From an optimization exercise on the open Yosys and OpenROAD flow, aimed at small area; shortcuts taken in it are not production practice. Function was checked by simulation only, so behaviour that the tests miss may differ from the original. Power figures rest on the tool's default switching activity, not on a simulated workload.

==> flow/design.v (excerpt) <==
module Calculator_top(
    input wire [3:0] a,
    input wire [3:0] b,
    input wire clk,
    input wire rst,
    input wire enter,
    input wire back,
    input wire up,
    input wire down,
    output wire [3:0] an,
    output wire [7:0] seg,
    output reg bin_ind
);
==> flow/config.mk <==
export PLATFORM = sky130hd
export DESIGN_NAME = Calculator_top
export DESIGN_NICKNAME = Calculator_top
export VERILOG_FILES = /design/flow/design.v
export SDC_FILE = /design/flow/constraint.sdc
export NUM_CORES = 4
export LEC_CHECK = 0
export ABC_AREA = 1
export CAP_MARGIN = 20
export CORE_MARGIN = 2
export CORE_UTILIZATION = 40
export SLEW_MARGIN = 20
==> flow/constraint.sdc <==
create_clock -name core_clock -period 12.0 [get_ports {clk}]
set_input_delay 2.4000 -clock core_clock [delete_from_list [all_inputs] [get_ports {clk}]]
set_output_delay 2.4000 -clock core_clock [all_outputs]
set_load 0.01 [all_outputs]
standard.sh (not shown) runs the stock make flow with config.mk's settings and CLKGATE_MAP_FILE= SYNTH_SCRIPT=/design/flow/synth_recipe.tcl, a recipe that flattens the netlist after the stock synthesis.
==> flow/flow/run.sh <==
#!/bin/bash
# Standard layout, except that:
#  - the combinational logic of the standard synthesis is re-mapped for area
#    by yosys/abc (flip-flops kept as they are) before floorplanning;
#  - ports are buffered with buf_1, and CTS uses small clock buffers and no
#    dummy loads (settings in flow/cts_args).
set -u
HERE=$(pwd)
F=$HERE/flow
RES=$HERE/orfs/results/$FLOW_PLATFORM/Calculator_top/base
LIB=$FLOW_HOME/platforms/$FLOW_PLATFORM/lib/sky130_fd_sc_hd__tt_025C_1v80.lib
YOSYS=$(command -v yosys || echo /OpenROAD-flow-scripts/tools/install/yosys/bin/yosys)

bash standard.sh synth > std_synth.log 2>&1 || { echo "standard synth failed"; exit 1; }
cp $RES/1_2_yosys.v $HERE/std_1_2_yosys.v

# combinational cell models for the re-mapping
$YOSYS -q -p "read_liberty -ignore_miss_func $LIB; write_verilog -noattr $HERE/cells_all.v" > cells.log 2>&1
python3 $F/combcells.py $HERE/cells_all.v $HERE/combcells.v > combcells.log 2>&1

cat > $HERE/resyn.ys <<EOS
read_liberty -lib $LIB
read_verilog -defer $HERE/std_1_2_yosys.v
hierarchy -top $FLOW_TOP
techmap -map $HERE/combcells.v
techmap
opt -purge
abc -liberty $LIB -dont_use *probe* -dont_use *lpflow* -script $F/area.abc
opt_clean -purge
hilomap -singleton -hicell sky130_fd_sc_hd__conb_1 HI -locell sky130_fd_sc_hd__conb_1 LO
insbuf -buf sky130_fd_sc_hd__buf_4 A X
check -assert -mapped
tee -o $HERE/resyn_stat.txt stat -liberty $LIB
write_verilog -noattr -nohex -nodec $HERE/resyn_1_2_yosys.v
EOS
if $YOSYS -s $HERE/resyn.ys > resyn.log 2>&1 && python3 $F/sameregs.py $HERE/std_1_2_yosys.v $HERE/resyn_1_2_yosys.v > sameregs.log 2>&1; then
  cp $HERE/resyn_1_2_yosys.v $RES/1_2_yosys.v
  rm -f $RES/1_synth.odb $RES/1_synth.sdc
  echo "using the re-mapped netlist"
else
  echo "re-mapping failed; keeping the standard netlist"
fi
bash standard.sh "BUFFER_PORTS_ARGS=-buffer_cell sky130_fd_sc_hd__buf_1" \
  "CTS_ARGS=$(cat $F/cts_args)" finish > std_finish.log 2>&1 || { echo "standard finish failed"; exit 1; }
test -f out/final.def
==> flow/flow/area.abc <==
strash; &get -n; &deepsyn -T 60; &put; strash; &get -n; &dch -f; &nf -a -R 1000; &put
==> flow/flow/cts_args <==
-sink_clustering_enable -repair_clock_nets -dont_use_dummy_load -sink_clustering_size 30 -sink_clustering_max_diameter 100 -sink_clustering_buffer sky130_fd_sc_hd__clkbuf_8 -root_buf sky130_fd_sc_hd__clkbuf_8 -buf_list sky130_fd_sc_hd__clkbuf_8
Other scripts of this flow, unchanged in this note and not shown: flow/flow/combcells.py, flow/flow/sameregs.py
The starting point produced a clean layout.
Then changed:
--- a/flow/flow/run.sh
+++ b/flow/flow/run.sh
@@ -3,5 +3,6 @@
 #  - the combinational logic of the standard synthesis is re-mapped for area
-#    by yosys/abc (flip-flops kept as they are) before floorplanning;
-#  - ports are buffered with buf_1, and CTS uses small clock buffers and no
-#    dummy loads (settings in flow/cts_args).
+#    by yosys/abc (flip-flops kept as they are) before floorplanning; four
+#    abc runs with different seeds, the smallest is kept;
+#  - ports are buffered with buf_1, and CTS uses the clock buffers and
+#    options in flow/cts_args, without dummy loads.
 set -u
@@ -20,3 +21,5 @@
 
-cat > $HERE/resyn.ys <<EOS
+for S in 0 1 2 3; do
+  echo "strash; &get -n; &deepsyn -T 60 -S $S; &put; strash; &get -n; &dch -f; &nf -a -R 1000; &put" > $HERE/area$S.abc
+  cat > $HERE/resyn$S.ys <<EOS
 read_liberty -lib $LIB
@@ -27,3 +30,3 @@
 opt -purge
-abc -liberty $LIB -dont_use *probe* -dont_use *lpflow* -script $F/area.abc
+abc -liberty $LIB -dont_use *probe* -dont_use *lpflow* -script $HERE/area$S.abc
 opt_clean -purge
@@ -32,9 +35,20 @@
 check -assert -mapped
-tee -o $HERE/resyn_stat.txt stat -liberty $LIB
-write_verilog -noattr -nohex -nodec $HERE/resyn_1_2_yosys.v
+tee -o $HERE/resyn${S}_stat.txt stat -liberty $LIB
+write_verilog -noattr -nohex -nodec $HERE/resyn${S}_1_2_yosys.v
 EOS
-if $YOSYS -s $HERE/resyn.ys > resyn.log 2>&1 && python3 $F/sameregs.py $HERE/std_1_2_yosys.v $HERE/resyn_1_2_yosys.v > sameregs.log 2>&1; then
-  cp $HERE/resyn_1_2_yosys.v $RES/1_2_yosys.v
+  ( $YOSYS -s $HERE/resyn$S.ys > resyn$S.log 2>&1 && python3 $F/sameregs.py $HERE/std_1_2_yosys.v $HERE/resyn${S}_1_2_yosys.v > sameregs$S.log 2>&1 && touch $HERE/resyn$S.ok ) &
+done
+wait
+
+BEST=""; BESTA=""
+for S in 0 1 2 3; do
+  [ -f $HERE/resyn$S.ok ] || continue
+  A=$(grep -i "chip area" $HERE/resyn${S}_stat.txt | awk '{print $NF}')
+  echo "seed $S: $A"
+  if [ -z "$BEST" ] || python3 -c "import sys; sys.exit(0 if $A < $BESTA else 1)"; then BEST=$S; BESTA=$A; fi
+done
+if [ -n "$BEST" ]; then
+  cp $HERE/resyn${BEST}_1_2_yosys.v $RES/1_2_yosys.v
   rm -f $RES/1_synth.odb $RES/1_synth.sdc
-  echo "using the re-mapped netlist"
+  echo "using the re-mapped netlist of seed $BEST ($BESTA)"
 else
==> flow/flow/cts_args (replaced) <==
-sink_clustering_enable -repair_clock_nets -dont_use_dummy_load -buf_list sky130_fd_sc_hd__clkbuf_8 -sink_clustering_size 30 -sink_clustering_max_diameter 100
removed: flow/flow/area.abc
Outcome: Clock skew does not change; non-clock buffer count does not change; worst setup slack does not change; combinational power barely changes; utilization stays the same; count of clock-buffer cells in the layout is unchanged.

========
## before
Another version of the RTL of Calculator_top (not shown whole).
Size: roughly 730 cells after synthesis.
==> flow/config.mk <==
export PLATFORM = sky130hd
export DESIGN_NAME = Calculator_top
export DESIGN_NICKNAME = Calculator_top
export VERILOG_FILES = /design/flow/design.v
export SDC_FILE = /design/flow/constraint.sdc
export NUM_CORES = 4
export LEC_CHECK = 0
export ABC_AREA = 1
export CAP_MARGIN = 20
export CORE_MARGIN = 2
export CORE_UTILIZATION = 40
export SLEW_MARGIN = 20
==> flow/constraint.sdc <==
create_clock -name core_clock -period 12.0 [get_ports {clk}]
set_input_delay 2.4000 -clock core_clock [delete_from_list [all_inputs] [get_ports {clk}]]
set_output_delay 2.4000 -clock core_clock [all_outputs]
set_load 0.01 [all_outputs]
==> flow/flow/run.sh <==
#!/bin/bash
# Standard layout, except that the combinational logic of the standard
# synthesis is re-mapped for area by yosys/abc before floorplanning.
set -u
HERE=$(pwd)
F=$HERE/flow
RES=$HERE/orfs/results/$FLOW_PLATFORM/Calculator_top/base
LIB=$FLOW_HOME/platforms/$FLOW_PLATFORM/lib/sky130_fd_sc_hd__tt_025C_1v80.lib
YOSYS=$(command -v yosys || echo /OpenROAD-flow-scripts/tools/install/yosys/bin/yosys)
cp standard.sh standard.sh.txt 2>/dev/null

bash standard.sh synth > std_synth.log 2>&1 || { echo "standard synth failed"; exit 1; }
cp $RES/1_2_yosys.v $HERE/std_1_2_yosys.v

# combinational cell models for the re-mapping
$YOSYS -q -p "read_liberty -ignore_miss_func $LIB; write_verilog -noattr $HERE/cells_all.v" > cells.log 2>&1
python3 $F/combcells.py $HERE/cells_all.v $HERE/combcells.v > combcells.log 2>&1

cat > $HERE/resyn.ys <<EOS
read_liberty -lib $LIB
read_verilog -defer $HERE/std_1_2_yosys.v
hierarchy -top $FLOW_TOP
techmap -map $HERE/combcells.v
techmap
opt -purge
abc -liberty $LIB -dont_use *probe* -dont_use *lpflow* -script $F/area.abc
opt_clean -purge
hilomap -singleton -hicell sky130_fd_sc_hd__conb_1 HI -locell sky130_fd_sc_hd__conb_1 LO
insbuf -buf sky130_fd_sc_hd__buf_4 A X
check -assert -mapped
tee -o $HERE/resyn_stat.txt stat -liberty $LIB
write_verilog -noattr -nohex -nodec $HERE/resyn_1_2_yosys.v
EOS
if $YOSYS -s $HERE/resyn.ys > resyn.log 2>&1 && python3 $F/sameregs.py $HERE/std_1_2_yosys.v $HERE/resyn_1_2_yosys.v > sameregs.log 2>&1; then
  cp $HERE/resyn_1_2_yosys.v $RES/1_2_yosys.v
  rm -f $RES/1_synth.odb $RES/1_synth.sdc
  echo "using the re-mapped netlist"
else
  echo "re-mapping failed; keeping the standard netlist"
fi
bash standard.sh "BUFFER_PORTS_ARGS=-buffer_cell sky130_fd_sc_hd__buf_1" \
  "CTS_ARGS=-sink_clustering_enable -repair_clock_nets -dont_use_dummy_load -buf_list sky130_fd_sc_hd__clkbuf_4 -root_buf sky130_fd_sc_hd__clkbuf_8 -sink_clustering_size 30 -sink_clustering_max_diameter 100" \
  finish > std_finish.log 2>&1 || { echo "standard finish failed"; exit 1; }
test -f out/final.def
Other scripts of this flow, unchanged in this note and not shown: flow/flow/area.abc, flow/flow/combcells.py, flow/flow/sameregs.py
The flow did not stop early for before: all stages ran, and the layout cleared the timing, DRC and antenna checks.
[inputs] after vs before
# before
export LEC_CHECK = 0
export ABC_AREA = 1
export CAP_MARGIN = 20
export CORE_MARGIN = 2
export CORE_UTILIZATION = 40
export SLEW_MARGIN = 20
create_clock -name core_clock -period 12.0 [get_ports {clk}]
# after
export LEC_CHECK = 0
export CAP_MARGIN = 20
export CORE_MARGIN = 2
export CORE_UTILIZATION = 40
export SLEW_MARGIN = 20
create_clock -name core_clock -period 12.0 [get_ports {clk}]
--- a/flow/flow/run.sh
+++ b/flow/flow/run.sh
@@ -41,3 +41 @@
-bash standard.sh "BUFFER_PORTS_ARGS=-buffer_cell sky130_fd_sc_hd__buf_1" \
-  "CTS_ARGS=-sink_clustering_enable -repair_clock_nets -dont_use_dummy_load -buf_list sky130_fd_sc_hd__clkbuf_4 -root_buf sky130_fd_sc_hd__clkbuf_8 -sink_clustering_size 30 -sink_clustering_max_diameter 100" \
-  finish > std_finish.log 2>&1 || { echo "standard finish failed"; exit 1; }
+bash standard.sh finish > std_finish.log 2>&1 || { echo "standard finish failed"; exit 1; }
==> run notes <==
Diff before -> after | die area | up by a few percent
Of before and after, the higher summed instance area of the synthesized netlist belongs to after.
after has less setup slack than before.
after ends up with a final critical-path required period that is 0.019 ns higher than in before.
Highest attainable clock frequency delta (after -> before): insignificant
STATUS worst reg-to-reg setup slack: after wins against before

==> separate check: timing with driven ports <==
No port has a modelled driver above. Below, the same layouts with a new extraction and two added sets of constraints. Step 1 sets driving cells, clkbuf_16 on the clock port and buf_2 on the other inputs (assumed; they add their load-dependent delay and slew). Step 2 times the ports against the registers' clock, not the clock port: input delays grow and output delays shrink by t, the midpoint of the rising clock arrivals with the driver on. Three values: ideal, step 1, step 2; two values: the first two.
run	t, ns	setup WS [ns]	hold slack, ns	latest minus earliest clock arrival (ns)	slew at the worst register clock pin (ns)
the first run of note 1	0.454	5.186 / 5.151 / 5.605	0.315 / 0.315 / 0.315	0.035 / 0.035	0.09 / 0.09
the second run of note 1	0.454	5.186 / 5.151 / 5.605	0.315 / 0.315 / 0.315	0.035 / 0.035	0.09 / 0.09
before	0.442	4.783 / 4.747 / 5.189	0.313 / 0.313 / 0.313	0.043 / 0.044	0.13 / 0.13
after	0.448	4.763 / 4.728 / 5.176	0.325 / 0.325 / 0.325	0.006 / 0.006	0.06 / 0.06
After both steps setup and hold are still met in every run listed.
